Context: an optimization exercise on an open-source flow, tuned for small area. The choices shown serve that exercise and are no tape-out recipe.
In this exercise RTL edits were held to simulation tests only and were not proved equivalent to the original.
Power and IR drop assume default switching activity.

==> flow/design.v <==
`timescale 1ns / 1ps
module aoi222(
input a1, a2, b1, b2, c1, c2,
output y
);
assign y = ~((a1 & a2) | (b1 & b2) | (c1 & c2));
endmodule
module all_mod(
input clk, rst, wr, rd,
input rx,
input [2:0] addr,
input [7:0] din,
output tx,
output [7:0] dout
    );
reg [7:0] lcr;
wire dlab = lcr[7];
wire [1:0] wls = lcr[1:0];
wire stb = lcr[2];
wire pen = lcr[3];
wire eps = lcr[4];
wire sticky_parity = lcr[5];
wire set_break = lcr[6];
wire a0 = (addr == 3'd0);
wire a1 = (addr == 3'd1);
reg [7:0] dlsb, dmsb;
wire [15:0] dl = {dmsb, dlsb};
wire [7:0] din_c = rst ? 8'h00 : din;
always @(posedge clk)
  if (rst | (wr & a0 & dlab)) dlsb <= din_c;
always @(posedge clk)
  if (rst | (wr & a1 & dlab)) dmsb <= din_c;
reg update_baud;
reg [15:0] baud_cnt;
reg baud_pulse;
always @(posedge clk, posedge rst)
  if (rst) update_baud <= 1'b0;
  else     update_baud <= wr & dlab & (a0 | a1);
always @(posedge clk, posedge rst)
  if (rst) baud_cnt <= 16'h0;
  else if (update_baud || baud_cnt == 16'h0000) baud_cnt <= dl;
  else baud_cnt <= baud_cnt - 16'd1;
always @(posedge clk, posedge rst)
  if (rst) baud_pulse <= 1'b0;
  else     baud_pulse <= |dl & ~|baud_cnt;
reg [3:0] ier;
always @(posedge clk)
  if (rst | (wr & a1 & ~dlab)) ier <= din_c[3:0];
reg [1:0] rx_trigger;
reg       fcr_ena, fcr_tx_rst, fcr_rx_rst;
wire      wr_fcr = wr & (addr == 3'd2);
always @(posedge clk)
  if (rst | wr_fcr)
    begin
    rx_trigger <= din_c[7:6];
    fcr_ena    <= din_c[0];
    end
always @(posedge clk, posedge rst)
  if (rst)
    begin
    fcr_tx_rst <= 1'b0;
    fcr_rx_rst <= 1'b0;
    end
  else
    begin
    fcr_tx_rst <= wr_fcr & din[2];
    fcr_rx_rst <= wr_fcr & din[1];
    end
always @(posedge clk)
  if (rst | (wr & (addr == 3'd3))) lcr <= din_c;
reg [4:0] mcr;
always @(posedge clk)
  if (rst | (wr & (addr == 3'd4))) mcr <= din_c[4:0];
wire loop = mcr[4];
reg [7:0] scr;
always @(posedge clk)
  if (rst | (wr & (addr == 3'd7))) scr <= din_c;
wire tx_fifo_push = wr & a0 & ~dlab;
wire rx_fifo_pop  = rd & a0 & ~dlab;
reg  tx_pop;
reg  rx_push;
reg  [7:0] rsr;
integer i;
reg [7:0] txf_mem [0:15];
reg [3:0] txf_idx;
reg       txf_e;
wire      txf_full = ~txf_e & (~fcr_ena | (txf_idx == 4'd15));
wire      txf_push = tx_fifo_push & ~txf_full;
wire      txf_pop  = tx_pop & ~txf_e;
always @(posedge clk, posedge rst)
  if (rst)
    begin
    txf_idx <= 4'd15;
    txf_e   <= 1'b1;
    end
  else if (fcr_tx_rst)
    begin
    txf_idx <= 4'd15;
    txf_e   <= 1'b1;
    end
  else if (txf_push & ~txf_pop)
    begin
    txf_idx <= txf_idx + 4'd1;
    txf_e   <= 1'b0;
    end
  else if (txf_pop & ~txf_push)
    begin
    txf_idx <= txf_idx - 4'd1;
    txf_e   <= (txf_idx == 4'd0);
    end
always @(posedge clk)
  if (txf_push)
    begin
    txf_mem[0] <= din;
    for (i = 1; i < 16; i = i + 1)
      txf_mem[i] <= txf_mem[i-1];
    end
wire [15:0] txf_sel;
wire [7:0]  txf_out;
genvar txf_k, txf_b;
generate
  for (txf_k = 0; txf_k < 16; txf_k = txf_k + 1) begin : txf_dec
    assign txf_sel[txf_k] = ~txf_e & (txf_idx == txf_k);
  end
  for (txf_b = 0; txf_b < 8; txf_b = txf_b + 1) begin : txf_rd
    wire [4:0] n;
    aoi222 u0 (.a1(txf_sel[0]),  .a2(txf_mem[0][txf_b]),  .b1(txf_sel[1]),  .b2(txf_mem[1][txf_b]),
               .c1(txf_sel[2]),  .c2(txf_mem[2][txf_b]),  .y(n[0]));
    aoi222 u1 (.a1(txf_sel[3]),  .a2(txf_mem[3][txf_b]),  .b1(txf_sel[4]),  .b2(txf_mem[4][txf_b]),
               .c1(txf_sel[5]),  .c2(txf_mem[5][txf_b]),  .y(n[1]));
    aoi222 u2 (.a1(txf_sel[6]),  .a2(txf_mem[6][txf_b]),  .b1(txf_sel[7]),  .b2(txf_mem[7][txf_b]),
               .c1(txf_sel[8]),  .c2(txf_mem[8][txf_b]),  .y(n[2]));
    aoi222 u3 (.a1(txf_sel[9]),  .a2(txf_mem[9][txf_b]),  .b1(txf_sel[10]), .b2(txf_mem[10][txf_b]),
               .c1(txf_sel[11]), .c2(txf_mem[11][txf_b]), .y(n[3]));
    aoi222 u4 (.a1(txf_sel[12]), .a2(txf_mem[12][txf_b]), .b1(txf_sel[13]), .b2(txf_mem[13][txf_b]),
               .c1(txf_sel[14]), .c2(txf_mem[14][txf_b]), .y(n[4]));
    assign txf_out[txf_b] = ~&n | (txf_sel[15] & txf_mem[15][txf_b]);
  end
endgenerate
reg [7:0] rxf_mem [0:15];
reg [3:0] rxf_idx;
reg       rxf_e;
wire      rxf_full = ~rxf_e & (~fcr_ena | (rxf_idx == 4'd15));
wire      rxf_push = rx_push & ~rxf_full;
wire      rxf_pop  = rx_fifo_pop & ~rxf_e;
always @(posedge clk, posedge rst)
  if (rst)
    begin
    rxf_idx <= 4'd15;
    rxf_e   <= 1'b1;
    end
  else if (fcr_rx_rst)
    begin
    rxf_idx <= 4'd15;
    rxf_e   <= 1'b1;
    end
  else if (rxf_push & ~rxf_pop)
    begin
    rxf_idx <= rxf_idx + 4'd1;
    rxf_e   <= 1'b0;
    end
  else if (rxf_pop & ~rxf_push)
    begin
    rxf_idx <= rxf_idx - 4'd1;
    rxf_e   <= (rxf_idx == 4'd0);
    end
always @(posedge clk)
  if (rxf_push)
    begin
    rxf_mem[0] <= rsr;
    for (i = 1; i < 16; i = i + 1)
      rxf_mem[i] <= rxf_mem[i-1];
    end
wire [15:0] rxf_sel;
wire [7:0]  rxf_out;
genvar rxf_k, rxf_b;
generate
  for (rxf_k = 0; rxf_k < 16; rxf_k = rxf_k + 1) begin : rxf_dec
    assign rxf_sel[rxf_k] = ~rxf_e & (rxf_idx == rxf_k);
  end
  for (rxf_b = 0; rxf_b < 8; rxf_b = rxf_b + 1) begin : rxf_rd
    wire [4:0] n;
    aoi222 u0 (.a1(rxf_sel[0]),  .a2(rxf_mem[0][rxf_b]),  .b1(rxf_sel[1]),  .b2(rxf_mem[1][rxf_b]),
               .c1(rxf_sel[2]),  .c2(rxf_mem[2][rxf_b]),  .y(n[0]));
    aoi222 u1 (.a1(rxf_sel[3]),  .a2(rxf_mem[3][rxf_b]),  .b1(rxf_sel[4]),  .b2(rxf_mem[4][rxf_b]),
               .c1(rxf_sel[5]),  .c2(rxf_mem[5][rxf_b]),  .y(n[1]));
    aoi222 u2 (.a1(rxf_sel[6]),  .a2(rxf_mem[6][rxf_b]),  .b1(rxf_sel[7]),  .b2(rxf_mem[7][rxf_b]),
               .c1(rxf_sel[8]),  .c2(rxf_mem[8][rxf_b]),  .y(n[2]));
    aoi222 u3 (.a1(rxf_sel[9]),  .a2(rxf_mem[9][rxf_b]),  .b1(rxf_sel[10]), .b2(rxf_mem[10][rxf_b]),
               .c1(rxf_sel[11]), .c2(rxf_mem[11][rxf_b]), .y(n[3]));
    aoi222 u4 (.a1(rxf_sel[12]), .a2(rxf_mem[12][rxf_b]), .b1(rxf_sel[13]), .b2(rxf_mem[13][rxf_b]),
               .c1(rxf_sel[14]), .c2(rxf_mem[14][rxf_b]), .y(n[4]));
    assign rxf_out[rxf_b] = ~&n | (rxf_sel[15] & rxf_mem[15][rxf_b]);
  end
endgenerate
wire tx_fifo_empty = txf_e;
wire rx_fifo_empty = rxf_e;
wire rx_fifo_full  = rxf_full;
wire [7:0] tx_fifo_out = txf_out;
wire [7:0] rx_fifo_out = rxf_out;
wire rx_ge4  = ~rxf_e & (rxf_idx >= 4'd3);
wire rx_ge8  = ~rxf_e & (rxf_idx >= 4'd7);
wire rx_ge14 = ~rxf_e & (rxf_idx >= 4'd13);
wire rx_oe = rx_push & rx_fifo_full;
reg rx_thre;
always @*
  if (~fcr_ena) rx_thre = ~rx_fifo_empty;
  else
    case (rx_trigger)
    2'b00:   rx_thre = ~rx_fifo_empty;
    2'b01:   rx_thre = rx_ge4;
    2'b10:   rx_thre = rx_ge8;
    default: rx_thre = rx_ge14;
    endcase
localparam [1:0] T_IDLE = 2'd0, T_START = 2'd1, T_SEND = 2'd2, T_PARITY = 2'd3;
reg [1:0] tstate;
reg [4:0] tcount;
reg [2:0] tbitcnt;
reg [7:0] tsr;
reg       parity_out;
reg       tx_q;
wire thre = tx_fifo_empty;
wire tcz  = (tcount == 5'd0);
wire [4:0] stop_count = ~stb ? 5'd15 : (wls == 2'b00) ? 5'd23 : 5'd31;
wire sreg_empty = ~(tstate == T_START) & ~(tstate == T_SEND);
wire tpar = ^tsr[4:0] ^ (tsr[5] & |tbitcnt[1:0]) ^ (tsr[6] & tbitcnt[1])
            ^ (tsr[7] & &tbitcnt[1:0]);
reg tx_data;
always @*
  case (tstate)
  T_IDLE:   tx_data = 1'b1;
  T_START:  tx_data = 1'b0;
  T_SEND:   tx_data = tsr[0];
  default:  tx_data = parity_out;
  endcase
wire tload = baud_pulse & (tstate == T_IDLE) & ~thre & tcz;
always @(posedge clk, posedge rst)
  if (rst) tx_pop <= 1'b0;
  else     tx_pop <= tload;
always @(posedge clk)
  if (tload) tsr <= tx_fifo_out;
  else if (baud_pulse & (tstate == T_SEND) & tcz & (tbitcnt != 3'd0)) tsr <= tsr >> 1;
always @(posedge clk)
  if (tload) tbitcnt <= {1'b1, wls};
  else if (baud_pulse & (tstate == T_SEND) & tcz & (tbitcnt != 3'd0)) tbitcnt <= tbitcnt - 3'd1;
always @(posedge clk)
  if (baud_pulse & (tstate == T_START))
    parity_out <= sticky_parity ? ~eps : (tpar ^ ~eps);
always @(posedge clk, posedge rst)
  if (rst)
    begin
    tstate  <= T_IDLE;
    tcount  <= 5'd15;
    end
  else if (baud_pulse)
    case (tstate)
    T_IDLE:
      if (~thre)
        begin
        if (~tcz) tcount <= tcount - 5'd1;
        else
          begin
          tcount  <= 5'd15;
          tstate  <= T_START;
          end
        end
    T_START:
      if (~tcz) tcount <= tcount - 5'd1;
      else
        begin
        tcount <= 5'd15;
        tstate <= T_SEND;
        end
    T_SEND:
      if (~tcz) tcount <= tcount - 5'd1;
      else if (tbitcnt != 3'd0)
        tcount  <= 5'd15;
      else if (pen)
        begin
        tcount <= 5'd15;
        tstate <= T_PARITY;
        end
      else
        begin
        tcount <= stop_count;
        tstate <= T_IDLE;
        end
    default:
      if (~tcz) tcount <= tcount - 5'd1;
      else
        begin
        tcount <= stop_count;
        tstate <= T_IDLE;
        end
    endcase
always @(posedge clk, posedge rst)
  if (rst) tx_q <= 1'b1;
  else     tx_q <= tx_data & ~set_break;
assign tx = loop | tx_q;
wire rx_in = loop ? tx_q : rx;
localparam [2:0] R_IDLE = 3'd0, R_START = 3'd1, R_READ = 3'd2, R_PARITY = 3'd3, R_STOP = 3'd4;
reg [2:0] rstate;
reg [3:0] rcount;
reg [2:0] rbitcnt;
reg       rx_reg;
reg       par_bit, pe, fe, bi;
always @(posedge clk, posedge rst)
  if (rst) rx_reg <= 1'b1;
  else     rx_reg <= rx_in;
wire r7 = (rcount == 4'd7);
wire r0 = (rcount == 4'd0);
always @(posedge clk)
  if (baud_pulse)
    rcount <= (rstate == R_IDLE) ? 4'd15 : rcount - 4'd1;
always @(posedge clk, posedge rst)
  if (rst) rstate <= R_IDLE;
  else if (baud_pulse)
    case (rstate)
    R_IDLE:   if (~rx_reg) rstate <= R_START;
    R_START:  if (r7 & rx_in) rstate <= R_IDLE;
              else if (r0) rstate <= R_READ;
    R_READ:   if (r0 & (rbitcnt == 3'd0)) rstate <= pen ? R_PARITY : R_STOP;
    R_PARITY: if (r0) rstate <= R_STOP;
    default:  if (r0) rstate <= R_IDLE;
    endcase
always @(posedge clk)
  if (baud_pulse & r0)
    begin
    if (rstate == R_START) rbitcnt <= {1'b1, wls};
    else if (rstate == R_READ) rbitcnt <= rbitcnt - 3'd1;
    end
always @(posedge clk)
  if (rst) rsr <= 8'h00;
  else if (baud_pulse & (rstate == R_READ) & r7)
    case (wls)
    2'b00: rsr <= {3'b000, rx_in, rsr[4:1]};
    2'b01: rsr <= {2'b00 , rx_in, rsr[5:1]};
    2'b10: rsr <= {1'b0  , rx_in, rsr[6:1]};
    2'b11: rsr <= {        rx_in, rsr[7:1]};
    endcase
always @(posedge clk)
  if (baud_pulse & (rstate == R_READ) & r0 & (rbitcnt == 3'd0))
    begin
    pe      <= 1'b0;
    par_bit <= 1'b0;
    end
  else if (baud_pulse & (rstate == R_PARITY) & r7)
    begin
    par_bit <= rx_in;
    pe      <= sticky_parity ? (rx_in ^ ~eps) : ~(^{rx_in, rsr, eps});
    end
wire stop_sample = baud_pulse & (rstate == R_STOP) & r7;
always @(posedge clk, posedge rst)
  if (rst) rx_push <= 1'b0;
  else     rx_push <= stop_sample;
always @(posedge clk)
  begin
  fe <= ~rx_in;
  bi <= ~rx_in & ~|rsr & ~par_bit;
  end
wire read_lsr = rd & (addr == 3'd5);
reg oe_s, pe_s, fe_s, bi_s;
always @(posedge clk, posedge rst)
  if (rst)
    begin
    oe_s <= 1'b0;
    pe_s <= 1'b0;
    fe_s <= 1'b0;
    bi_s <= 1'b0;
    end
  else
    begin
    oe_s <= (oe_s & ~read_lsr) | rx_oe;
    pe_s <= (pe_s & ~read_lsr) | (rx_push & pe);
    fe_s <= (fe_s & ~read_lsr) | (rx_push & fe);
    bi_s <= (bi_s & ~read_lsr) | (rx_push & bi);
    end
wire temt = thre & sreg_empty;
wire [7:0] lsr = {1'b0, temt, thre, bi_s, fe_s, pe_s, oe_s, ~rx_fifo_empty};
reg [3:0] iir_id;
always @*
  if (ier[2] & (oe_s | pe_s | fe_s | bi_s)) iir_id = 4'b0110;
  else if (ier[0] & rx_thre)                iir_id = 4'b0100;
  else if (ier[1] & thre)                   iir_id = 4'b0010;
  else                                      iir_id = 4'b0001;
reg [7:0] dout_r;
always @(posedge clk, posedge rst)
  if (rst) dout_r <= 8'h00;
  else if (rd)
    case (addr)
    3'd0: dout_r <= dlab ? dlsb : rx_fifo_out;
    3'd1: dout_r <= dlab ? dmsb : {4'h0, ier};
    3'd2: dout_r <= {fcr_ena, fcr_ena, 2'b00, iir_id};
    3'd3: dout_r <= lcr;
    3'd4: dout_r <= {3'b000, mcr};
    3'd5: dout_r <= lsr;
    3'd6: dout_r <= 8'h00;
    default: dout_r <= scr;
    endcase
assign dout = dout_r;
endmodule
==> flow/flow/run.sh <==
#!/bin/bash
set -euo pipefail
export CTS_ARGS="-sink_clustering_enable -repair_clock_nets -dont_use_dummy_load -buf_list sky130_fd_sc_hd__clkbuf_8 -sink_clustering_size 16 -sink_clustering_max_diameter 50"
export BUFFER_PORTS_ARGS="-buffer_cell sky130_fd_sc_hd__buf_1"
bash standard.sh > flow.log 2>&1
==> flow/standard.sh <==
#!/bin/bash
# synth_recipe.tcl (not shown) runs the flow's synth.tcl, then flattens the netlist and writes it again
# the make line also repeats each setting of config.mk as NAME=value (left out here)
make -C /OpenROAD-flow-scripts/flow DESIGN_CONFIG=/design/flow/config.mk WORK_HOME=/design/flow/orfs CLKGATE_MAP_FILE= SYNTH_SCRIPT=/design/flow/synth_recipe.tcl "${@:-finish}"
==> flow/config.mk <==
export PLATFORM = sky130hd
export DESIGN_NAME = all_mod
export DESIGN_NICKNAME = all_mod
export VERILOG_FILES = /design/flow/design.v
export SDC_FILE = /design/flow/constraint.sdc
export NUM_CORES = 4
export LEC_CHECK = 0
export CAP_MARGIN = 20
export CORE_MARGIN = 2
export CORE_UTILIZATION = 65
export PLACE_DENSITY = 0.8
export SLEW_MARGIN = 20
export SYNTH_HIERARCHICAL = 1
export SYNTH_MINIMUM_KEEP_SIZE = 0
==> flow/constraint.sdc <==
create_clock -name core_clock -period 10.0 [get_ports {clk}]
set_input_delay 2.0000 -clock core_clock [delete_from_list [all_inputs] [get_ports {clk}]]
set_output_delay 2.0000 -clock core_clock [all_outputs]
set_load 0.01 [all_outputs]
==> results of run 1 <==
[layer usage]
layer  routed length [µm]  vias up  share of wire [%]
met5                    0        -                  0
met4                  839        0                2.5
met3                 3260       60                9.7
met2                15500      554                 46
met1                13800     4703                 41
li1                     -     4328                  -
[worst max-delay path, cell delays in order]
cell and delay (ns):
buf_1 0.36, or3_1 0.63, nor4_4 0.29, buf_4 0.49, buf_6 0.70, o21ai_0 0.21
a21oi_1 0.14, o21ai_0 0.10
[per-module statistics from Yosys, one instance, submodules excluded]
| module | cells | area, µm² | times used |
|---|---|---|---|
| all_mod | 1000 | 14900 | 1 |
| aoi222 | 1 | 10.0 | 80 |
[worst min path at each step]
stage,cells past startpoint,start,end
final,1,lcr[6],tx_q
after global routing,0,rxf_mem[1][2],rxf_mem[2][2]
after CTS,1,lcr[6],tx_q
after detailed placement,1,lcr[6],tx_q
after global placement,1,lcr[6],tx_q
after floorplan,1,lcr[6],tx_q
[power by group through the flow]
| stage | Clock, mW | Combinational (mW) | Sequential [mW] |
|---|---|---|---|
| CTS | 0.799 | 0.370 | 1.90 |
| detailed placement | 0 | 0.367 | 1.93 |
| global placement | 0 | 0.359 | 1.93 |
| finish | 0.791 | 0.375 | 1.90 |
| global route | 0.858 | 0.409 | 1.91 |
| floorplan | 0 | 0.268 | 1.89 |
[cell families (layout without fill, tap and decap cells)]
kind of cell | Yosys count | count (layout) | synth area share (%)
AO/OA/AOI/OAI | 246 | 246 | 11.9
XOR/XNOR | 39 | 39 | 2.18
adder cells (fa/ha/maj) | 27 | 27 | 2.15
buffers and inverters | 77 | 114 | 1.90
flip-flops | 387 | 387 | 71.5
multiplexers | 9 | 9 | 0.582
AND/OR/NAND/NOR | 295 | 295 | 9.75
[cell type report]
| class | instances | area, µm² |
|---|---|---|
| Sequential cell | 387 | 11200 |
| Fill cell | 1553 | 6970 |
| Timing Repair Buffer | 34 | 166 |
| Inverter | 45 | 169 |
| Tap cell | 319 | 399 |
| Clock buffer | 35 | 482 |
| Multi-Input combinational cell | 616 | 4200 |
[placed cells by master (no fill, tap or decap), types with 24 or more instances in the layout]
| cell type | synthesis | final |
|---|---|---|
| ha_1 | 27 | 27 |
| edfxtp_1 | 318 | 318 |
| xnor2_1 | 30 | 30 |
| inv_1 | 45 | 44 |
| buf_1 | 1 | 24 |
| a222oi_1 | 80 | 80 |
| a21oi_1 | 38 | 38 |
| nor2_1 | 59 | 57 |
| o21ai_0 | 48 | 48 |
| nand2_1 | 74 | 74 |
| clkbuf_8 | 0 | 35 |
| dfrtp_1 | 40 | 40 |
[through the flow]
step                setup WS (ns)  utilization, %  power, mW  instances
floorplan                    2.19               -       2.16       1080
global placement             4.74            68.4       2.29       1400
detailed placement           4.68            68.4       2.30       1400
CTS                          5.30            70.4       3.07       1435
global route                 5.27            70.5       3.17       1436
finish                       5.57            70.5       3.06       1436
==> out/qor.yml, run 1 <==
root_buffer: "clkbuf_8"
crit_path_end_kind: "register"
finalHoldViolCount: 0
synth_top_area_share_pct: 60.8
cts_buffers: 35
coreArea_um2: 23600
fin_nets: 1162
place_hpwl_um: 22700
ys_warn_count: 11
yosys.area.top_type: "edfxtp_1"
setup_viol: 0
grt_max_degree: 96
drive_gt1_share_pct: 6.54
swShare_pct: 25.9
cellPowerDensity_nw_per_um2: 184
async_flop_share_pct: 14.5
cp.required_ns: 10.49
endpoint: "txf_idx[1]"
pwr-share-clk_pct: 25.8
die_h_um: 159
ant_nets: 0
synth_common_cells: "edfxtp_1 (318), a222oi_1 (80), nand2_1 (74), nor2_1 (59), o21ai_0 (48)"
drt-initial-drc-count: 1597
vias_per_cell: 6.72
cts_sinks: 387
largestRegisters: "rxf_mem x128, txf_mem x128, baud_cnt x16"
dieWidth_um: 159
grt_pass1_vias: 9217
cts_tree: "done"
syn_avg_cell_area_um2: 14.5
ys_seq_elements: 387
synthToLayoutAreaGrowth_pct: 6.00
hold_buffers: 0
placed_area_um2: 16100
antenna_found_initial: 0
synth.distinct_cells: 73
cts_setup_buffers: 0
arrival_ns: 4.93
tightest_slew_ns: 1.15
ios: 25
yosysSeqAreaShare_pct: 71.5
synth_edf_count: 318
fin_skew_ns: 0.0644
period_minus_slack_ns: 4.43
ys.flop_type: "edfxtp_1"
reg2reg_slack_ns: 6.33
r2r-end: "dout_r[4]"
clk_latency_ns: 0.56
ctsHtreeMaxLevel: 2
cts_resized: 0
routed_wl_um: 33500
cts_buffer_depth: 3
antenna_cells: 0
maxCapViolCount: 0
yosys-top-cells-area: "edfxtp_1 (61%), dfrtp_1 (6.4%), a222oi_1 (5.1%), dfstp_2 (2.7%), ha_1 (2.2%)"
criticalPathCategory: "in2reg"
grt_pass1_wl_um: 52000
slew_headroom_pct: 21.1
p_comb_share_pct: 12.2
timing.rr.start: "rxf_idx[0]"
cp-startpoint: "addr[0]"
rows: 56
setup_tns_ns: 0
met2_usage_pct: 40.9
synth.most_common_cell: "edfxtp_1"
ir_drop_uv: 114
rsz0062_at_grt: "no"
hp-class: "reg2reg"
drc: 0
slew_violations: 0
port_buffers: 24
power_frac_seq_pct: 62.0
dr_total_vias: 9645
synth_area_um2: 15700
hold_slack_ns: 0.401
grt_util_all_layers_pct: 26.4
status: "timing/DRC/antenna clean"
p_sw_uw: 795
busiest_layer: "met2"
use_met3_pct: 4.85
critPathMaxFanout: 95
cp-start-kind: "input pin"
gp_congestion: 0.931
fmax_ghz: 0.225
final_cell_area_um2: 16600
clkTransAtPathRegs_ns: 0.09
syn_inst: 1080
rr_worst_depth: 9
leakagePower_nw: 5.63
p_int_mw: 2.27
wire_per_inst_um: 23.3
die-area_um2: 25400
firstDrtPassIters: 9
use_met1_pct: 39.0
syn-num-nets: 1123
overflow: 0
start_util_pct: 66.5
fin_crit_sh_pct: 44.3
==> run 2: changes to the inputs <==
==> flow/run.sh (new file) <==
#!/bin/bash
# synth_recipe.tcl (not shown) runs the flow's synth.tcl, then flattens the netlist and writes it again
# the make line also repeats each setting of config.mk as NAME=value (left out here)
make -C /OpenROAD-flow-scripts/flow DESIGN_CONFIG=/design/flow/config.mk WORK_HOME=/design/flow/orfs CLKGATE_MAP_FILE= SYNTH_SCRIPT=/design/flow/synth_recipe.tcl finish
removed: flow/flow/run.sh
removed: flow/standard.sh
==> out/qor.yml, run 2 <==
antenna_found_initial: 0  # unchanged
ys_warn_count: 11  # unchanged
cts_buffers: 39  # was 35
dieWidth_um: 159  # unchanged
fin_nets: 1163  # was 1162
pwr-share-clk_pct: 38.5  # was 25.8%
root_buffer: "clkbuf_16"  # was clkbuf_8
yosys-top-cells-area: "edfxtp_1 (61%), dfrtp_1 (6.4%), a222oi_1 (5.1%), dfstp_2 (2.7%), ha_1 (2.2%)"  # unchanged
crit_top_cell: "a21oi_1"  # was o21ai_0
die_h_um: 159  # unchanged
cellPowerDensity_nw_per_um2: 212  # was 184 nW/µm²
vias_per_cell: 6.75  # was 6.72
hold_slack_ns: 0.400  # was 0.401 ns
dp_slack_ns: 4.22  # was 4.68 ns
ys_seq_elements: 387  # unchanged
p_sw_uw: 909  # was 795 µW
synth_common_cells: "edfxtp_1 (318), a222oi_1 (80), nand2_1 (74), nor2_1 (59), o21ai_0 (48)"  # unchanged
ant_nets: 0  # unchanged
maxCapViolCount: 0  # unchanged
grt_util_all_layers_pct: 27.3  # was 26.4%
dp.cells: 1398  # was 1400
overflow: 0  # unchanged
synth.most_common_cell: "edfxtp_1"  # unchanged
syn_avg_cell_area_um2: 14.5  # unchanged
routed_wl_um: 34500  # was 33500 µm
cp_cell_sequence: "clkdlybuf4s50_1 > or3_1 > nor4_4 > buf_4 > buf_6 > a21oi_1 > a21oi_1 > o21ai_0"  # was buf_1 > or3_1 > nor4_4 > buf_4 > buf_6 > o21ai_0 > a21oi_1 > o21ai_0
period_minus_slack_ns: 4.99  # was 4.43 ns
clkTransAtPathRegs_ns: 0.06  # was 0.09 ns
setup_viol: 0  # unchanged
drt-initial-drc-count: 1567  # was 1597
fmax_ghz: 0.201  # was 0.225 GHz
cp-startpoint: "addr[2]"  # was addr[0]
antenna_cells: 0  # unchanged
synth_edf_count: 318  # unchanged
timing.rr.start: "rxf_idx[0]"  # unchanged
async_flop_share_pct: 14.5  # unchanged
rows: 56  # unchanged
yosys.area.top_type: "edfxtp_1"  # unchanged
cp-start-kind: "input pin"  # unchanged
placed_area_um2: 16300  # was 16100 µm²
critPathMaxFanout: 100  # was 95
grt_max_degree: 101  # was 96
leakagePower_nw: 6.06  # was 5.63 nW
final_common_cell: "edfxtp_1"  # unchanged
ctsHtreeMaxLevel: 2  # unchanged
ir_drop_uv: 168  # was 114 µV
synth_top_area_share_pct: 60.8  # unchanged
multi_input_area_um2: 4200  # about the same
drive_gt1_share_pct: 7.99  # was 6.54%
dr_total_vias: 9926  # was 9645
cts_buffer_depth: 3  # unchanged
final_cell_area_um2: 17600  # was 16600 µm²
regArea_um2: 11200  # unchanged
firstDrtPassIters: 7  # was 9
swShare_pct: 24.4  # was 25.9%
coreArea_um2: 23600  # unchanged
power.total_mw: 3.72  # was 3.06 mW
final.setup.worst_slack_ns: 5.01  # was 5.57 ns
port_buffers: 24  # unchanged
p_comb_share_pct: 10.4  # was 12.2%
drc: 0  # unchanged
slew_violations: 0  # unchanged
die-area_um2: 25400  # unchanged
crit_path_end_kind: "register"  # unchanged
finalHoldViolCount: 0  # unchanged
clk_latency_ns: 0.53  # was 0.56 ns
status: "timing/DRC/antenna clean"  # unchanged
fin_skew_ns: 0.0185  # was 0.0644 ns
synth.distinct_cells: 73  # unchanged
busiest_layer: "met2"  # unchanged
cts_resized: 0  # unchanged
grt_pass1_vias: 9576  # was 9217
start_util_pct: 66.5  # unchanged
grt_pass1_wl_um: 53800  # was 52000 µm
gp_congestion: 0.971  # was 0.931
tightest_slew_ns: 1.09  # was 1.15 ns
hp-class: "reg2reg"  # unchanged
final_cell_mix: "edfxtp_1 (318), a222oi_1 (80), nand2_1 (74)"  # unchanged
cts_tree: "done"  # unchanged
final_core_util_pct: 74.4  # was 70.5%
met2_usage_pct: 43.2  # was 40.9%
critPathTopFamily: "buffers and inverters"  # unchanged
power_frac_seq_pct: 51.1  # was 62.0%
final_cells: 1470  # was 1436
use_met1_pct: 39.8  # was 39.0%
largestRegisters: "rxf_mem x128, txf_mem x128, baud_cnt x16"  # unchanged
cts_sinks: 387  # unchanged
ios: 25  # unchanged
criticalPathCategory: "in2reg"  # unchanged
syn_inst: 1080  # unchanged
critical_path.max_stage_delay_ns: 0.81  # was 0.70 ns
arrival_ns: 5.44  # was 4.93 ns
p_int_mw: 2.81  # was 2.27 mW
min_from: "lcr[6]"  # unchanged
wire_per_inst_um: 23.5  # was 23.3 µm
synthToLayoutAreaGrowth_pct: 11.8  # was 6.00%
hold_buffers: 0  # unchanged
place_hpwl_um: 22700  # about the same
nFillCells: 1438  # was 1553
fin_crit_sh_pct: 49.9  # was 44.3%
crit_slowest_cell: "clkdlybuf4s50_1"  # was buf_6
syn-num-nets: 1123  # unchanged
synth_area_um2: 15700  # unchanged
path_buf_inv: 3  # unchanged
rsz0062_at_grt: "no"  # unchanged
use_met3_pct: 4.40  # was 4.85%
slew_headroom_pct: 26.7  # was 21.1%
cts_setup_buffers: 0  # unchanged
cp.required_ns: 10.46  # was 10.49 ns
yosysSeqAreaShare_pct: 71.5  # unchanged
setup_tns_ns: 0  # unchanged
ys.flop_type: "edfxtp_1"  # unchanged
run 2: per-module statistics from Yosys, one instance, submodules excluded:
module,flip-flops and latches,area [µm²]
all_mod,387,14900
aoi222,0,10.0
run 2: cell families after synthesis:
| logic type | synth area share, % |
|---|---|
| mux | 0.582 |
| fa+ha+maj | 2.15 |
| compound gates | 11.9 |
| flops | 71.5 |
| simple gates | 9.75 |
| xor+xnor | 2.18 |
| buf+inv | 1.90 |
run 2: layout make-up:
cell class / count / area share (%)
well taps: 319 / 2.27
inverters: 45 / 0.962
multi-input cells: 616 / 23.9
flip-flops and latches: 387 / 64.0
clock buffers: 60 / 6.53
clock inverters: 12 / 0.677
repair buffers: 31 / 1.71
run 2: worst paths after layout:
check / cells past startpoint / slack (ns) / to
worst max-delay path: 8 / 5.01 / txf_idx[1]
worst min-delay path: 1 / 0.40 / tx_q
worst max register to register: 9 / 6.25 / dout_r[2]
worst min register to register: 1 / 0.40 / tx_q
max in group asynchronous: 3 / 6.87 / dout_r[4]
min in group asynchronous: 3 / 2.62 / dout_r[6]
run 2: per-layer routing:
| metal | share of wire [%] | vias up | routed length (µm) |
|---|---|---|---|
| li1 | - | 4376 | - |
| met1 | 41 | 4905 | 14100 |
| met2 | 47 | 565 | 16200 |
| met3 | 9.0 | 80 | 3120 |
| met4 | 3.1 | 0 | 1070 |
| met5 | 0 | - | 0 |
run 2: power by group through the flow:
stage | Sequential, mW | Clock (mW) | Combinational [mW]
floorplan | 1.89 | 0 | 0.268
global placement | 1.93 | 0 | 0.365
detailed placement | 1.93 | 0 | 0.375
CTS | 1.90 | 1.45 | 0.382
finish | 1.90 | 1.43 | 0.387
global route | 1.91 | 1.51 | 0.422
==> run 3: changes to the inputs <==
==> flow/flow/run.sh (new file) <==
#!/bin/bash
set -euo pipefail
scr=$PWD/scripts_abc_area
rm -rf "$scr"
cp -r "$FLOW_HOME/scripts" "$scr"
cp flow/abc_area.script "$scr/abc_speed.script"
bash standard.sh SCRIPTS_DIR="$scr" synth > flow_synth.log 2>&1
export CTS_ARGS="-sink_clustering_enable -repair_clock_nets -dont_use_dummy_load -buf_list sky130_fd_sc_hd__clkbuf_16 -sink_clustering_size 30 -sink_clustering_max_diameter 60"
export BUFFER_PORTS_ARGS="-buffer_cell sky130_fd_sc_hd__buf_1"
bash standard.sh > flow.log 2>&1
==> flow/flow/abc_area.script (new file) <==
&get -n
&st
&dc2
&dch -f
&nf -a
&st
&dc2
&dch -f
&nf -a
&put
==> flow/standard.sh (new file) <==
#!/bin/bash
# synth_recipe.tcl (not shown) runs the flow's synth.tcl, then flattens the netlist and writes it again
# the make line also repeats each setting of config.mk as NAME=value (left out here)
make -C /OpenROAD-flow-scripts/flow DESIGN_CONFIG=/design/flow/config.mk WORK_HOME=/design/flow/orfs CLKGATE_MAP_FILE= SYNTH_SCRIPT=/design/flow/synth_recipe.tcl "${@:-finish}"
removed: flow/run.sh
==> out/qor.yml, run 3 <==
setup_tns_ns: 0  # unchanged
dp.cells: 1377  # was 1398
ys.flop_type: "edfxtp_1"  # unchanged
synth_common_cells: "edfxtp_1 (318), a222oi_1 (81), nand2_1 (77), nor2_1 (72), a21oi_1 (54)"  # was edfxtp_1 (318), a222oi_1 (80), nand2_1 (74), nor2_1 (59), o21ai_0 (48)
dr_total_vias: 9613  # was 9926
setup_viol: 0  # unchanged
final_cell_mix: "edfxtp_1 (318), a222oi_1 (81), nand2_1 (77)"  # was edfxtp_1 (318), a222oi_1 (80), nand2_1 (74)
routed_wl_um: 33100  # was 34500 µm
cp-start-kind: "input pin"  # unchanged
final_common_cell: "edfxtp_1"  # unchanged
drc: 0  # unchanged
cts_buffer_depth: 3  # unchanged
clkTransAtPathRegs_ns: 0.10  # was 0.06 ns
crit_slowest_cell: "buf_4"  # was clkdlybuf4s50_1
ctsHtreeMaxLevel: 1  # was 2
grt_pass1_wl_um: 50600  # was 53800 µm
ant_nets: 0  # unchanged
grt_pass1_vias: 8888  # was 9576
firstDrtPassIters: 11  # was 7
cts_tree: "done"  # unchanged
arrival_ns: 5.75  # was 5.44 ns
syn_avg_cell_area_um2: 14.9  # was 14.5 µm²
overflow: 0  # unchanged
rsz0062_at_grt: "no"  # unchanged
fin_nets: 1127  # was 1163
cts_resized: 0  # unchanged
period_minus_slack_ns: 5.31  # was 4.99 ns
synth_area_um2: 15300  # was 15700 µm²
crit_path_end_kind: "register"  # unchanged
power.total_mw: 3.14  # was 3.72 mW
dieWidth_um: 158  # was 159 µm
coreArea_um2: 23300  # was 23600 µm²
drt-initial-drc-count: 1824  # was 1567
tightest_slew_ns: 1.11  # was 1.09 ns
start_util_pct: 65.7  # was 66.5%
place_hpwl_um: 22600  # was 22700 µm
hold_buffers: 0  # unchanged
syn-num-nets: 1069  # was 1123
synth.distinct_cells: 55  # was 73
leakagePower_nw: 5.42  # was 6.06 nW
ios: 25  # unchanged
antenna_found_initial: 0  # unchanged
grt_max_degree: 89  # was 101
root_buffer: "clkbuf_16"  # unchanged
fmax_ghz: 0.188  # was 0.201 GHz
critical_path.max_stage_delay_ns: 0.80  # was 0.81 ns
cp.required_ns: 10.44  # was 10.46 ns
ir_drop_uv: 160  # was 168 µV
antenna_cells: 0  # unchanged
hp-class: "reg2reg"  # unchanged
cellPowerDensity_nw_per_um2: 190  # was 212 nW/µm²
wire_per_inst_um: 23.6  # was 23.5 µm
slew_violations: 0  # unchanged
yosysSeqAreaShare_pct: 73.3  # was 71.5%
syn_inst: 1026  # was 1080
gp_congestion: 0.897  # was 0.971
async_flop_share_pct: 14.5  # unchanged
drive_gt1_share_pct: 4.99  # was 7.99%
placed_area_um2: 15900  # was 16300 µm²
yosys-top-cells-area: "edfxtp_1 (62%), dfrtp_1 (6.5%), a222oi_1 (5.3%), dfstp_2 (2.7%), ha_1 (2.2%)"  # was edfxtp_1 (61%), dfrtp_1 (6.4%), a222oi_1 (5.1%), dfstp_2 (2.7%), ha_1 (2.2%)
synth_top_area_share_pct: 62.3  # was 60.8%
synth_edf_count: 318  # unchanged
synthToLayoutAreaGrowth_pct: 7.73  # was 11.8%
fin_crit_sh_pct: 53.1  # was 49.9%
ys_warn_count: 11  # unchanged
criticalPathCategory: "in2reg"  # unchanged
slew_headroom_pct: 25.1  # was 26.7%
fin_skew_ns: 0.0552  # was 0.0185 ns
finalHoldViolCount: 0  # unchanged
clk_latency_ns: 0.55  # was 0.53 ns
cp_cell_sequence: "buf_1 > or3_1 > nor3_4 > buf_4 > buf_4 > nor2_1 > nor3_1 > nor3_1 > or3b_1"  # was clkdlybuf4s50_1 > or3_1 > nor4_4 > buf_4 > buf_6 > a21oi_1 > a21oi_1 > o21ai_0
rows: 56  # unchanged
final_cells: 1401  # was 1470
die_h_um: 158  # was 159 µm
die-area_um2: 24800  # was 25400 µm²
largestRegisters: "rxf_mem x128, txf_mem x128, baud_cnt x16"  # unchanged
status: "timing/DRC/antenna clean"  # unchanged
ys_seq_elements: 387  # unchanged
yosys.area.top_type: "edfxtp_1"  # unchanged
maxCapViolCount: 0  # unchanged
cts_sinks: 387  # unchanged
final_core_util_pct: 70.7  # was 74.4%
synth.most_common_cell: "edfxtp_1"  # unchanged
port_buffers: 24  # unchanged
cts_buffers: 24  # was 39
vias_per_cell: 6.86  # was 6.75
grt_util_all_layers_pct: 27.0  # was 27.3%
cts_setup_buffers: 0  # unchanged
final_cell_area_um2: 16500  # was 17600 µm²
critPathMaxFanout: 70  # was 100
==> run 3: cell types whose count changed after synthesis, moves of 6 or more <==
cell,delta
a2111oi_0,-6
a211oi_1,-7
a21oi_1,+16
and2_1,-16
buf_2,-6
clkbuf_1,-24
clkinv_1,+38
inv_1,-45
nand2b_1,-10
nor2_1,+13
xnor2_1,-13
==> run 3: modules after synthesis (local to each module, per instance) <==
module   copies in the design  cells inside
all_mod                     1           946
aoi222                     80             1
==> run 3: layout make-up <==
class                      instances  area [µm²]
multi-input combinational        601        3980
timing repair buffer              32         150
fill                            1513        6830
sequential                       387       11200
inverter                          38         145
clock buffer                      24         601
tap                              319         399
==> run 3: logic make-up (layout without fill, tap and decap cells) <==
logic type	count (synthesis)	after routing	share of synthesized area, %
AOI/OAI and AO/OA	255	255	12.3
xor gates and xnor gates	27	27	1.54
adders and majority gates	27	27	2.21
buffers and inverters	38	94	0.931
DFF	387	387	73.3
muxes	11	11	0.760
and+or+nand+nor	281	281	8.93
==> run 3: report_power, final <==
| part | leakage (nW) | switching, mW | internal [mW] |
|---|---|---|---|
| clock | 0.296 | 0.474 | 0.425 |
| combinational | 1.37 | 0.218 | 0.127 |
| sequential | 3.76 | 0.0866 | 1.81 |
| total | 5.42 | 0.778 | 2.36 |
==> run 3: metrics by stage <==
stage / setup slack (ns) / hold slack [ns]
after floorplan: 1.08 / 0.361
after global placement: 4.28 / 0.426
after detailed placement: 4.17 / 0.432
after CTS: 4.73 / 0.426
after global routing: 4.31 / 0.430
final: 4.69 / 0.429
==> run 3: path summary, 6_finish.rpt <==
path | start | endpoint | slack [ns] | depth (start not counted)
worst min register to register | rxf_mem[2][4] | rxf_mem[3][4] | 0.43 | 0
worst min-delay path | rxf_mem[2][4] | rxf_mem[3][4] | 0.43 | 0
worst max register to register | txf_idx[0] | txf_idx[3] | 5.80 | 10
max in group asynchronous | rst | tstate[1] | 7.41 | 4
min in group asynchronous | rst | update_baud | 1.60 | 3
worst max-delay path | addr[2] | txf_idx[3] | 4.69 | 9
==> run 3: worst max-delay path, delay by kind of cell <==
kind,cells,cell delay [ns]
AND/OR/NAND/NOR,6,2.00
buffers and inverters,3,1.66
==> run 3: layer usage <==
metal	up-vias	part of all wire, %	track usage [%]	wire length (µm)
li1	4257	-	-	-
met1	4751	42	42.2	14000
met2	562	45	40.7	15100
met3	43	11	4.85	3490
met4	0	1.8	4.98	590
met5	-	0	0	0
==> run 4: changes to the inputs <==
==> flow/flow/run.sh (replaced) <==
#!/bin/bash
set -euo pipefail
scr=$PWD/scripts_abc_area
rm -rf "$scr"
cp -r "$FLOW_HOME/scripts" "$scr"
cp flow/abc_area.script "$scr/abc_speed.script"
bash standard.sh SCRIPTS_DIR="$scr" synth > flow_synth.log 2>&1
export CTS_ARGS="-sink_clustering_enable -repair_clock_nets -dont_use_dummy_load -buf_list sky130_fd_sc_hd__clkbuf_8 -sink_clustering_size 18 -sink_clustering_max_diameter 50"
export BUFFER_PORTS_ARGS="-buffer_cell sky130_fd_sc_hd__buf_1"
bash standard.sh > flow.log 2>&1
==> out/qor.yml, run 4 <==
root_buffer: "clkbuf_8"  # was clkbuf_16
setup_tns_ns: 0  # unchanged
slew_violations: 0  # unchanged
gp_congestion: 0.897  # unchanged
start_util_pct: 65.7  # unchanged
final.setup.worst_slack_ns: 4.67  # was 4.69 ns
place_hpwl_um: 22600  # unchanged
slew_headroom_pct: 22.3  # was 25.1%
yosys.area.top_type: "edfxtp_1"  # unchanged
swShare_pct: 25.6  # was 24.8%
grt_pass1_wl_um: 50900  # was 50600 µm
die-area_um2: 24800  # unchanged
drt-initial-drc-count: 1483  # was 1824
synth_area_um2: 15300  # unchanged
crit_path_end_kind: "register"  # unchanged
cts_setup_buffers: 0  # unchanged
crit_slowest_cell: "buf_4"  # unchanged
coreArea_um2: 23300  # unchanged
final_cell_mix: "edfxtp_1 (318), a222oi_1 (81), nand2_1 (77)"  # unchanged
critical_path.max_stage_delay_ns: 0.80  # about the same
grt_pass1_vias: 8931  # was 8888
path_buf_inv: 3  # unchanged
largestRegisters: "rxf_mem x128, txf_mem x128, baud_cnt x16"  # unchanged
clk_latency_ns: 0.56  # was 0.55 ns
syn-num-nets: 1069  # unchanged
hold_buffers: 0  # unchanged
placed_area_um2: 15900  # unchanged
cts_sinks: 387  # unchanged
finalHoldViolCount: 0  # unchanged
period_minus_slack_ns: 5.33  # was 5.31 ns
hold_slack_ns: 0.399  # was 0.429 ns
status: "timing/DRC/antenna clean"  # unchanged
ios: 25  # unchanged
criticalPathCategory: "in2reg"  # unchanged
cts_tree: "done"  # unchanged
fin_crit_sh_pct: 53.3  # was 53.1%
arrival_ns: 5.76  # was 5.75 ns
synth_common_cells: "edfxtp_1 (318), a222oi_1 (81), nand2_1 (77), nor2_1 (72), a21oi_1 (54)"  # unchanged
clkTransAtPathRegs_ns: 0.08  # was 0.10 ns
grt_max_degree: 89  # unchanged
dr_total_vias: 9582  # was 9613
cts_resized: 0  # unchanged
final_cells: 1411  # was 1401
final_core_util_pct: 70.1  # was 70.7%
fmax_ghz: 0.188  # about the same
critPathMaxFanout: 70  # unchanged
cellPowerDensity_nw_per_um2: 184  # was 190 nW/µm²
cp.required_ns: 10.43  # was 10.44 ns
final_common_cell: "edfxtp_1"  # unchanged
leakagePower_nw: 5.37  # was 5.42 nW
port_buffers: 24  # unchanged
ctsHtreeMaxLevel: 2  # was 1
dp.cells: 1377  # unchanged
ys.flop_type: "edfxtp_1"  # unchanged
fin_skew_ns: 0.0757  # was 0.0552 ns
syn_inst: 1026  # unchanged
synth_edf_count: 318  # unchanged
synthToLayoutAreaGrowth_pct: 6.84  # was 7.73%
maxCapViolCount: 0  # unchanged
die_h_um: 158  # unchanged
ant_nets: 0  # unchanged
dp_slack_ns: 4.17  # unchanged
vias_per_cell: 6.79  # was 6.86
ir_drop_uv: 143  # was 160 µV
p_comb_share_pct: 11.4  # was 11.0%
power.total_mw: 3.02  # was 3.14 mW
p_int_mw: 2.25  # was 2.36 mW
ys_warn_count: 11  # unchanged
antenna_cells: 0  # unchanged
drc: 0  # unchanged
synth.distinct_cells: 55  # unchanged
fin_nets: 1137  # was 1127
tightest_slew_ns: 1.15  # was 1.11 ns
hp-class: "reg2reg"  # unchanged
antenna_found_initial: 0  # unchanged
grt_util_all_layers_pct: 27.2  # was 27.0%
rows: 56  # unchanged
drive_gt1_share_pct: 5.77  # was 4.99%
routed_wl_um: 33000  # was 33100 µm
rsz0062_at_grt: "no"  # unchanged
final_cell_area_um2: 16400  # was 16500 µm²
synth_top_area_share_pct: 62.3  # unchanged
setup_viol: 0  # unchanged
cts_buffers: 34  # was 24
pwr-share-clk_pct: 25.7  # was 28.6%
cp-start-kind: "input pin"  # unchanged
power_frac_seq_pct: 62.9  # was 60.4%
async_flop_share_pct: 14.5  # unchanged
synth.most_common_cell: "edfxtp_1"  # unchanged
dieWidth_um: 158  # unchanged
ys_seq_elements: 387  # unchanged
cp_cell_sequence: "buf_1 > or3_1 > nor3_4 > buf_4 > buf_4 > nor2_1 > nor3_1 > nor3_1 > or3b_1"  # unchanged
critPathTopFamily: "simple AND/OR/NAND/NOR gates"  # unchanged
yosys-top-cells-area: "edfxtp_1 (62%), dfrtp_1 (6.5%), a222oi_1 (5.3%), dfstp_2 (2.7%), ha_1 (2.2%)"  # unchanged
wire_per_inst_um: 23.4  # was 23.6 µm
overflow: 0  # unchanged
yosysSeqAreaShare_pct: 73.3  # unchanged
firstDrtPassIters: 9  # was 11
p_sw_uw: 773  # was 778 µW
syn_avg_cell_area_um2: 14.9  # unchanged
cts_buffer_depth: 3  # unchanged
[run 4: changes by cell type in the layout (fill, tap and decap cells not counted)]
cell	before	now
clkbuf_16	24	0
clkbuf_8	0	34
nor3b_1	4	5
nor3b_2	2	1
[run 4: cell families (layout without fill, tap and decap cells)]
family          Yosys count  in the layout  share of synthesized area, %
compound gates          255            255                          12.3
fa+ha+maj                27             27                          2.21
flops                   387            387                          73.3
simple gates            281            281                          8.93
xor+xnor                 27             27                          1.54
buf+inv                  38            104                         0.931
mux                      11             11                         0.760
[run 4: layout make-up]
| class | count | area, µm² |
|---|---|---|
| well taps | 319 | 399 |
| clock buffers | 34 | 468 |
| repair buffers | 32 | 150 |
| fillers | 1555 | 6970 |
| multi-input cells | 601 | 3970 |
| inverters | 38 | 145 |
| flip-flops and latches | 387 | 11200 |
[run 4: power by group through the flow]
stage               registers [mW]  clock network [mW]  logic (mW)
finish                        1.90               0.774       0.345
global route                  1.91               0.841       0.379
CTS                           1.90               0.784       0.339
detailed placement            1.93                   0       0.338
global placement              1.93                   0       0.327
floorplan                     1.91                   0       0.233
[run 4: final timing paths]
kind / depth (start not counted) / from / to / slack [ns]
max: 9 / addr[2] / txf_idx[3] / 4.67
min: 0 / rxf_mem[10][6] / rxf_mem[11][6] / 0.40
max reg2reg: 10 / txf_idx[0] / txf_idx[3] / 5.78
min reg2reg: 0 / rxf_mem[10][6] / rxf_mem[11][6] / 0.40
max in group asynchronous: 4 / rst / tstate[0] / 7.40
min in group asynchronous: 3 / rst / dout_r[1] / 1.59
[run 4: per-module statistics from Yosys, one instance, submodules excluded]
module / copies in the design / cells
all_mod: 1 / 946
aoi222: 80 / 1
[run 4: layer usage]
metal  track usage [%]  routed length, µm  up-vias  part of all wire [%]
li1                  -                  -     4268                     -
met1              42.2              14200     4724                    43
met2              40.2              14800      538                    45
met3              6.19               3480       52                    11
met4              5.80                505        0                   1.5
met5                 0                  0        -                     0
==> run 5: changes to the inputs <==
==> flow/flow/run.sh (replaced) <==
#!/bin/bash
set -euo pipefail
scr=$PWD/scripts_abc_area
rm -rf "$scr"
cp -r "$FLOW_HOME/scripts" "$scr"
cp flow/abc_area.script "$scr/abc_speed.script"
bash standard.sh SCRIPTS_DIR="$scr" synth > flow_synth.log 2>&1
export CTS_ARGS="-sink_clustering_enable -repair_clock_nets -dont_use_dummy_load -buf_list sky130_fd_sc_hd__clkbuf_8 -sink_clustering_size 20 -sink_clustering_max_diameter 100"
export BUFFER_PORTS_ARGS="-buffer_cell sky130_fd_sc_hd__buf_1"
bash standard.sh > flow.log 2>&1
==> out/qor.yml, run 5 <==
status: "timing/DRC/antenna clean"  # unchanged
port_buffers: 24  # unchanged
overflow: 0  # unchanged
yosys.area.top_type: "edfxtp_1"  # unchanged
synth-simple-area-share_pct: 8.93  # unchanged
synth_area_um2: 15300  # unchanged
cellPowerDensity_nw_per_um2: 178  # was 184 nW/µm²
antenna_cells: 0  # unchanged
fin_skew_ns: 0.0560  # was 0.0757 ns
slew_violations: 0  # unchanged
wire_per_inst_um: 23.4  # about the same
synthAdderAreaFrac_pct: 2.21  # unchanged
hold_buffers: 0  # unchanged
coreArea_um2: 23300  # unchanged
cp_cell_sequence: "buf_1 > or3_1 > nor3_4 > buf_4 > buf_4 > nor2_1 > nor3_1 > nor3_1 > or3b_1"  # unchanged
synth_edf_count: 318  # unchanged
r2r-end: "txf_idx[3]"  # unchanged
pwr-share-clk_pct: 22.4  # was 25.7%
hp-class: "reg2reg"  # unchanged
ir_drop_uv: 164  # was 143 µV
drc: 0  # unchanged
cts_resized: 0  # unchanged
setup_tns_ns: 0  # unchanged
cts_buffers: 23  # was 34
cp-start-kind: "input pin"  # unchanged
clkTransAtPathRegs_ns: 0.12  # was 0.08 ns
slew_headroom_pct: 21.2  # was 22.3%
power_frac_seq_pct: 65.7  # was 62.9%
async_flop_share_pct: 14.5  # unchanged
die-area_um2: 24800  # unchanged
finalHoldViolCount: 0  # unchanged
start_util_pct: 65.7  # unchanged
grt_util_all_layers_pct: 26.8  # was 27.2%
tightest_slew_ns: 1.17  # was 1.15 ns
clk_latency_ns: 0.59  # was 0.56 ns
swShare_pct: 25.7  # was 25.6%
final_cell_area_um2: 16200  # was 16400 µm²
timing.rr.start: "txf_idx[1]"  # was txf_idx[0]
syn-num-nets: 1069  # unchanged
leakagePower_nw: 5.29  # was 5.37 nW
fin_crit_sh_pct: 52.4  # was 53.3%
synth_common_cells: "edfxtp_1 (318), a222oi_1 (81), nand2_1 (77), nor2_1 (72), a21oi_1 (54)"  # unchanged
fmax_ghz: 0.191  # was 0.188 GHz
grt_pass1_vias: 8880  # was 8931
criticalPathCategory: "in2reg"  # unchanged
arrival_ns: 5.76  # about the same
ys_warn_count: 11  # unchanged
cts_setup_buffers: 0  # unchanged
place_hpwl_um: 22600  # unchanged
reg2reg_slack_ns: 5.81  # was 5.78 ns
yosysSeqAreaShare_pct: 73.3  # unchanged
firstDrtPassIters: 9  # unchanged
antenna_found_initial: 0  # unchanged
synthToLayoutAreaGrowth_pct: 5.88  # was 6.84%
fin_nets: 1126  # was 1137
root_buffer: "clkbuf_8"  # unchanged
routed_wl_um: 32800  # was 33000 µm
dieWidth_um: 158  # unchanged
nFillCells: 1564  # was 1555
p_comb_share_pct: 11.9  # was 11.4%
ant_nets: 0  # unchanged
synth_top_family_by_area: "compound AO/OA/AOI/OAI gates"  # unchanged
maxCapViolCount: 0  # unchanged
cp-startpoint: "addr[2]"  # unchanged
final_core_util_pct: 69.5  # was 70.1%
p_int_mw: 2.15  # was 2.25 mW
ys_seq_elements: 387  # unchanged
min_from: "txf_mem[2][3]"  # was rxf_mem[10][6]
p_sw_uw: 743  # was 773 µW
syn_avg_cell_area_um2: 14.9  # unchanged
cp.required_ns: 10.52  # was 10.43 ns
yosys-top-cells-area: "edfxtp_1 (62%), dfrtp_1 (6.5%), a222oi_1 (5.3%), dfstp_2 (2.7%), ha_1 (2.2%)"  # unchanged
placed_area_um2: 15900  # unchanged
synth-compound-area-share_pct: 12.3  # unchanged
ys.flop_type: "edfxtp_1"  # unchanged
synth_top_area_share_pct: 62.3  # unchanged
ios: 25  # unchanged
crit_slowest_cell: "buf_4"  # unchanged
final_cell_mix: "edfxtp_1 (318), a222oi_1 (81), nand2_1 (77)"  # unchanged
grt_max_degree: 89  # unchanged
rows: 56  # unchanged
dr_total_vias: 9444  # was 9582
synth_xor_area_share_pct: 1.54  # unchanged
cts_tree: "done"  # unchanged
setup_viol: 0  # unchanged
critical_path.max_stage_delay_ns: 0.80  # about the same
synth.most_common_cell: "edfxtp_1"  # unchanged
crit_path_end_kind: "register"  # unchanged
synth.distinct_cells: 55  # unchanged
cts_buffer_depth: 3  # unchanged
rsz0062_at_grt: "no"  # unchanged
cts_sinks: 387  # unchanged
rr_worst_depth: 10  # unchanged
syn_inst: 1026  # unchanged
drive_gt1_share_pct: 4.90  # was 5.77%
largestRegisters: "rxf_mem x128, txf_mem x128, baud_cnt x16"  # unchanged
synth_mux_area_share_pct: 0.760  # unchanged
hold-path-endpoint: "txf_mem[3][3]"  # was rxf_mem[11][6]
grt_pass1_wl_um: 50400  # was 50900 µm
vias_per_cell: 6.75  # was 6.79
die_h_um: 158  # unchanged
critPathMaxFanout: 70  # unchanged
gp_congestion: 0.897  # unchanged
worstHoldPathCells: 0  # unchanged
ctsHtreeMaxLevel: 1  # was 2
period_minus_slack_ns: 5.24  # was 5.33 ns
drt-initial-drc-count: 1604  # was 1483
final_common_cell: "edfxtp_1"  # unchanged
==> run 5: logic make-up after synthesis <==
logic type	Yosys count
xor+xnor	27
buf+inv	38
flops	387
compound gates	255
simple gates	281
mux	11
fa+ha+maj	27
==> run 5: critical path: cells and delay by family <==
| kind | cells | cell delay [ns] |
|---|---|---|
| buffers and inverters | 3 | 1.64 |
| and+or+nand+nor | 6 | 2.02 |
==> run 5: worst max path at each step <==
stage | end | cells after the start | slack [ns]
after floorplan | txf_idx[2] | 6 | 1.08
after global placement | txf_idx[3] | 9 | 4.28
after detailed placement | txf_idx[3] | 9 | 4.17
after CTS | txf_idx[3] | 9 | 4.81
after global routing | txf_idx[3] | 9 | 4.41
final | txf_idx[3] | 9 | 4.76
==> run 5: per-layer routing <==
layer  share of wire [%]  track usage, %  vias up
met5                   0               0        -
met4                 1.9            5.50        0
met3                  10            5.09       48
met2                  45            40.2      535
met1                  43            41.8     4626
li1                    -               -     4235
==> run 5: through the flow <==
stage               hold slack, ns  cells  total power, mW  setup WS (ns)
floorplan                    0.361   1026             2.14           1.08
detailed placement           0.432   1377             2.27           4.17
CTS                          0.394   1400             2.90           4.81
finish                       0.392   1400             2.89           4.76
global route                 0.410   1400             3.00           4.41
global placement             0.426   1377             2.25           4.28
==> run 5: power by group through the flow <==
stage	registers (mW)	logic, mW	clock network [mW]
final	1.90	0.344	0.648
after floorplan	1.91	0.233	0
after detailed placement	1.93	0.338	0
after global routing	1.91	0.378	0.710
after global placement	1.93	0.327	0
after CTS	1.90	0.339	0.661
==> run 5: per-module statistics from Yosys, one instance, submodules excluded <==
module   flops+latches  cell area [µm²]
aoi222               0             10.0
all_mod            387            14500
==> run 5: layout make-up <==
type	instances	area, µm²	share of cell area (%)
clock buffer	23	317	1.95
inverter	38	145	0.895
sequential	387	11200	69.2
timing repair buffer	32	150	0.926
multi-input combinational	601	3980	24.5
tap	319	399	2.46
==> run 6: changes to the inputs <==
--- a/flow/design.v
+++ b/flow/design.v
@@ -35,5 +35,4 @@
 reg baud_pulse;
-always @(posedge clk, posedge rst)
-  if (rst) update_baud <= 1'b0;
-  else     update_baud <= wr & dlab & (a0 | a1);
+always @(posedge clk)
+  update_baud <= wr & dlab & (a0 | a1);
 always @(posedge clk, posedge rst)
@@ -84,4 +83,6 @@
 reg [7:0] txf_mem [0:15];
-reg [3:0] txf_idx;
-reg       txf_e;
+reg [3:0] txf_nidx;    
+reg       txf_ne;      
+wire [3:0] txf_idx = ~txf_nidx;
+wire      txf_e   = ~txf_ne;
 wire      txf_full = ~txf_e & (~fcr_ena | (txf_idx == 4'd15));
@@ -92,4 +93,4 @@
     begin
-    txf_idx <= 4'd15;
-    txf_e   <= 1'b1;
+    txf_nidx <= 4'd0;
+    txf_ne   <= 1'b0;
     end
@@ -97,4 +98,4 @@
     begin
-    txf_idx <= 4'd15;
-    txf_e   <= 1'b1;
+    txf_nidx <= 4'd0;
+    txf_ne   <= 1'b0;
     end
@@ -102,4 +103,4 @@
     begin
-    txf_idx <= txf_idx + 4'd1;
-    txf_e   <= 1'b0;
+    txf_nidx <= txf_nidx - 4'd1;
+    txf_ne   <= 1'b1;
     end
@@ -107,4 +108,4 @@
     begin
-    txf_idx <= txf_idx - 4'd1;
-    txf_e   <= (txf_idx == 4'd0);
+    txf_nidx <= txf_nidx + 4'd1;
+    txf_ne   <= (txf_idx != 4'd0);
     end
@@ -140,4 +141,6 @@
 reg [7:0] rxf_mem [0:15];
-reg [3:0] rxf_idx;
-reg       rxf_e;
+reg [3:0] rxf_nidx;    
+reg       rxf_ne;      
+wire [3:0] rxf_idx = ~rxf_nidx;
+wire      rxf_e   = ~rxf_ne;
 wire      rxf_full = ~rxf_e & (~fcr_ena | (rxf_idx == 4'd15));
@@ -148,4 +151,4 @@
     begin
-    rxf_idx <= 4'd15;
-    rxf_e   <= 1'b1;
+    rxf_nidx <= 4'd0;
+    rxf_ne   <= 1'b0;
     end
@@ -153,4 +156,4 @@
     begin
-    rxf_idx <= 4'd15;
-    rxf_e   <= 1'b1;
+    rxf_nidx <= 4'd0;
+    rxf_ne   <= 1'b0;
     end
@@ -158,4 +161,4 @@
     begin
-    rxf_idx <= rxf_idx + 4'd1;
-    rxf_e   <= 1'b0;
+    rxf_nidx <= rxf_nidx - 4'd1;
+    rxf_ne   <= 1'b1;
     end
@@ -163,4 +166,4 @@
     begin
-    rxf_idx <= rxf_idx - 4'd1;
-    rxf_e   <= (rxf_idx == 4'd0);
+    rxf_nidx <= rxf_nidx + 4'd1;
+    rxf_ne   <= (rxf_idx != 4'd0);
     end
@@ -216,3 +219,4 @@
 reg [1:0] tstate;
-reg [4:0] tcount;
+reg [4:0] tcn;    
+wire [4:0] tcount = ~tcn;
 reg [2:0] tbitcnt;
@@ -236,5 +240,4 @@
 wire tload = baud_pulse & (tstate == T_IDLE) & ~thre & tcz;
-always @(posedge clk, posedge rst)
-  if (rst) tx_pop <= 1'b0;
-  else     tx_pop <= tload;
+always @(posedge clk)
+  tx_pop <= tload;
 always @(posedge clk)
@@ -252,3 +255,3 @@
     tstate  <= T_IDLE;
-    tcount  <= 5'd15;
+    tcn  <= ~(5'd15);
     end
@@ -259,6 +262,6 @@
         begin
-        if (~tcz) tcount <= tcount - 5'd1;
+        if (~tcz) tcn <= ~(tcount - 5'd1);
         else
           begin
-          tcount  <= 5'd15;
+          tcn  <= ~(5'd15);
           tstate  <= T_START;
@@ -267,6 +270,6 @@
     T_START:
-      if (~tcz) tcount <= tcount - 5'd1;
+      if (~tcz) tcn <= ~(tcount - 5'd1);
       else
         begin
-        tcount <= 5'd15;
+        tcn <= ~(5'd15);
         tstate <= T_SEND;
@@ -274,8 +277,8 @@
     T_SEND:
-      if (~tcz) tcount <= tcount - 5'd1;
+      if (~tcz) tcn <= ~(tcount - 5'd1);
       else if (tbitcnt != 3'd0)
-        tcount  <= 5'd15;
+        tcn  <= ~(5'd15);
       else if (pen)
         begin
-        tcount <= 5'd15;
+        tcn <= ~(5'd15);
         tstate <= T_PARITY;
@@ -284,3 +287,3 @@
         begin
-        tcount <= stop_count;
+        tcn <= ~(stop_count);
         tstate <= T_IDLE;
@@ -288,6 +291,6 @@
     default:
-      if (~tcz) tcount <= tcount - 5'd1;
+      if (~tcz) tcn <= ~(tcount - 5'd1);
       else
         begin
-        tcount <= stop_count;
+        tcn <= ~(stop_count);
         tstate <= T_IDLE;
@@ -352,5 +355,4 @@
 wire stop_sample = baud_pulse & (rstate == R_STOP) & r7;
-always @(posedge clk, posedge rst)
-  if (rst) rx_push <= 1'b0;
-  else     rx_push <= stop_sample;
+always @(posedge clk)
+  rx_push <= stop_sample;
 always @(posedge clk)
@@ -386,3 +388,3 @@
 reg [7:0] dout_r;
-always @(posedge clk, posedge rst)
+always @(posedge clk)
   if (rst) dout_r <= 8'h00;
==> out/qor.yml, run 6 <==
status: "timing/DRC/antenna clean"  # unchanged
slew_violations: 0  # unchanged
syn_inst: 1027  # was 1026
cp-start-kind: "input pin"  # unchanged
dieWidth_um: 157  # was 158 µm
synth.most_common_cell: "edfxtp_1"  # unchanged
arrival_ns: 4.74  # was 5.76 ns
path_buf_inv: 3  # unchanged
rsz0062_at_grt: "no"  # unchanged
syn-num-nets: 1066  # was 1069
synth_common_cells: "edfxtp_1 (318), a222oi_1 (82), nand2_1 (76), nor2_1 (73), a21oi_1 (62)"  # was edfxtp_1 (318), a222oi_1 (81), nand2_1 (77), nor2_1 (72), a21oi_1 (54)
ant_nets: 0  # unchanged
ys_warn_count: 11  # unchanged
synth_area_um2: 15300  # about the same
tightest_slew_ns: 1.15  # was 1.17 ns
synthToLayoutAreaGrowth_pct: 6.06  # was 5.88%
grt_util_all_layers_pct: 25.7  # was 26.8%
critPathMaxFanout: 42  # was 70
critPathTopFamily: "simple AND/OR/NAND/NOR gates"  # unchanged
rows: 56  # unchanged
dr_total_vias: 9476  # was 9444
leakagePower_nw: 5.29  # about the same
finalHoldViolCount: 0  # unchanged
antenna_cells: 0  # unchanged
cp-startpoint: "addr[2]"  # unchanged
crit_path_end_kind: "register"  # unchanged
clkTransAtPathRegs_ns: 0.12  # about the same
slew_headroom_pct: 21.6  # was 21.2%
async_flop_share_pct: 11.6  # was 14.5%
ys.flop_type: "edfxtp_1"  # unchanged
routed_wl_um: 31800  # was 32800 µm
fin_crit_sh_pct: 42.7  # was 52.4%
synth_edf_count: 318  # unchanged
clk_latency_ns: 0.58  # was 0.59 ns
grt_pass1_wl_um: 48500  # was 50400 µm
largestRegisters: "rxf_mem x128, txf_mem x128, baud_cnt x16"  # unchanged
cts_sinks: 387  # unchanged
drt-initial-drc-count: 1220  # was 1604
start_util_pct: 65.6  # was 65.7%
ir_drop_uv: 124  # was 164 µV
cts_buffers: 23  # unchanged
final_cell_mix: "edfxtp_1 (318), a222oi_1 (82), nand2_1 (76)"  # was edfxtp_1 (318), a222oi_1 (81), nand2_1 (77)
port_buffers: 24  # unchanged
firstDrtPassIters: 9  # unchanged
ys_seq_elements: 387  # unchanged
vias_per_cell: 6.73  # was 6.75
wire_per_inst_um: 22.6  # was 23.4 µm
drive_gt1_share_pct: 3.95  # was 4.90%
gp_congestion: 0.970  # was 0.897
min_from: "txf_mem[10][3]"  # was txf_mem[2][3]
criticalPathCategory: "in2reg"  # unchanged
cp.required_ns: 10.47  # was 10.52 ns
setup_tns_ns: 0  # unchanged
final_common_cell: "edfxtp_1"  # unchanged
grt_pass1_vias: 8682  # was 8880
setup_viol: 0  # unchanged
fmax_ghz: 0.234  # was 0.191 GHz
synth.distinct_cells: 55  # unchanged
hold_slack_ns: 0.397  # was 0.392 ns
cellPowerDensity_nw_per_um2: 185  # was 178 nW/µm²
hold_buffers: 0  # unchanged
crit_slowest_cell: "or3_1"  # was buf_4
place_hpwl_um: 21600  # was 22600 µm
ios: 25  # unchanged
timing.rr.start: "txf_ne"  # was txf_idx[1]
yosys.area.top_type: "edfxtp_1"  # unchanged
power.total_mw: 3.00  # was 2.89 mW
syn_avg_cell_area_um2: 14.9  # about the same
fin_nets: 1129  # was 1126
die_h_um: 157  # was 158 µm
overflow: 0  # unchanged
==> run 6: changes by cell type after synthesis, sizes merged, moves of 6 or more <==
cell   delta
dfstp    -13
o21ai    -12
dfxtp    +11
a21oi     +8
nand3     +7
a41oi     -6
ha        -6
==> run 6: logic make-up after synthesis <==
family / Yosys count / synth area share (%)
compound gates: 249 / 12.2
xor+xnor: 34 / 1.95
fa+ha+maj: 23 / 1.98
buf+inv: 34 / 0.836
flops: 387 / 73.1
mux: 8 / 0.549
simple gates: 292 / 9.31
==> run 6: through the flow <==
step / setup WS, ns / cell area, µm² / utilization [%]
after floorplan: 0.766 / 15300 / -
after global placement: 5.21 / 15900 / 68.2
after detailed placement: 5.14 / 15900 / 68.2
after CTS: 5.77 / 16200 / 69.6
after global routing: 5.57 / 16200 / 69.6
final: 5.73 / 16200 / 69.6
==> run 6: layer usage <==
metal	share of wire, %	vias up	GRT usage [%]
met4	3.6	0	8.70
met5	0	-	0
li1	-	4259	-
met2	46	477	39.6
met1	42	4670	38.3
met3	8.4	70	3.74
==> run 6: final timing paths <==
check                            endpoint  slack, ns  cells past startpoint
min in group asynchronous       rstate[0]       1.58                      3
min                        txf_mem[11][3]       0.40                      0
min reg2reg                txf_mem[11][3]       0.40                      0
max                           txf_nidx[3]       5.73                     12
max in group asynchronous     baud_cnt[0]       7.62                      4
max reg2reg                   txf_nidx[3]       6.42                     12
==> run 6: cell type report <==
class / instances / area [µm²]
inverters: 34 / 130
flip-flops and latches: 387 / 11200
repair buffers: 38 / 195
fillers: 1613 / 7080
well taps: 319 / 399
clock buffers: 23 / 317
multi-input cells: 606 / 3990
==> run 6: Yosys stat by module (local to each module, per instance) <==
| module | times used | cell area [µm²] | flops+latches | cells inside |
|---|---|---|---|---|
| all_mod | 1 | 14500 | 387 | 947 |
| aoi222 | 80 | 10.0 | 0 | 1 |
==> run 6: worst reg2reg max path: cells and delay by family (launching register included) <==
| family | cells | cell delay (ns) |
|---|---|---|
| AO/OA/AOI/OAI | 3 | 0.45 |
| XOR/XNOR | 2 | 0.29 |
| adder cells (fa/ha/maj) | 1 | 0.32 |
| buffers and inverters | 2 | 0.48 |
| flip-flops | 1 | 0.69 |
| AND/OR/NAND/NOR | 4 | 1.25 |
==> run 6: report_power, final <==
part / internal (mW) / switching (mW) / leakage (nW) / total (mW)
sequential: 1.80 / 0.0972 / 3.64 / 1.90
combinational: 0.174 / 0.270 / 1.48 / 0.444
clock: 0.208 / 0.446 / 0.165 / 0.655

Setup slack of run 6, layout unchanged: 5.730 ns with ideal ports, 5.753 ns with driving cells assumed (clock clkbuf_16, inputs buf_2), 5.160 ns with port delays also shifted by the 0.593 ns mid clock arrival.
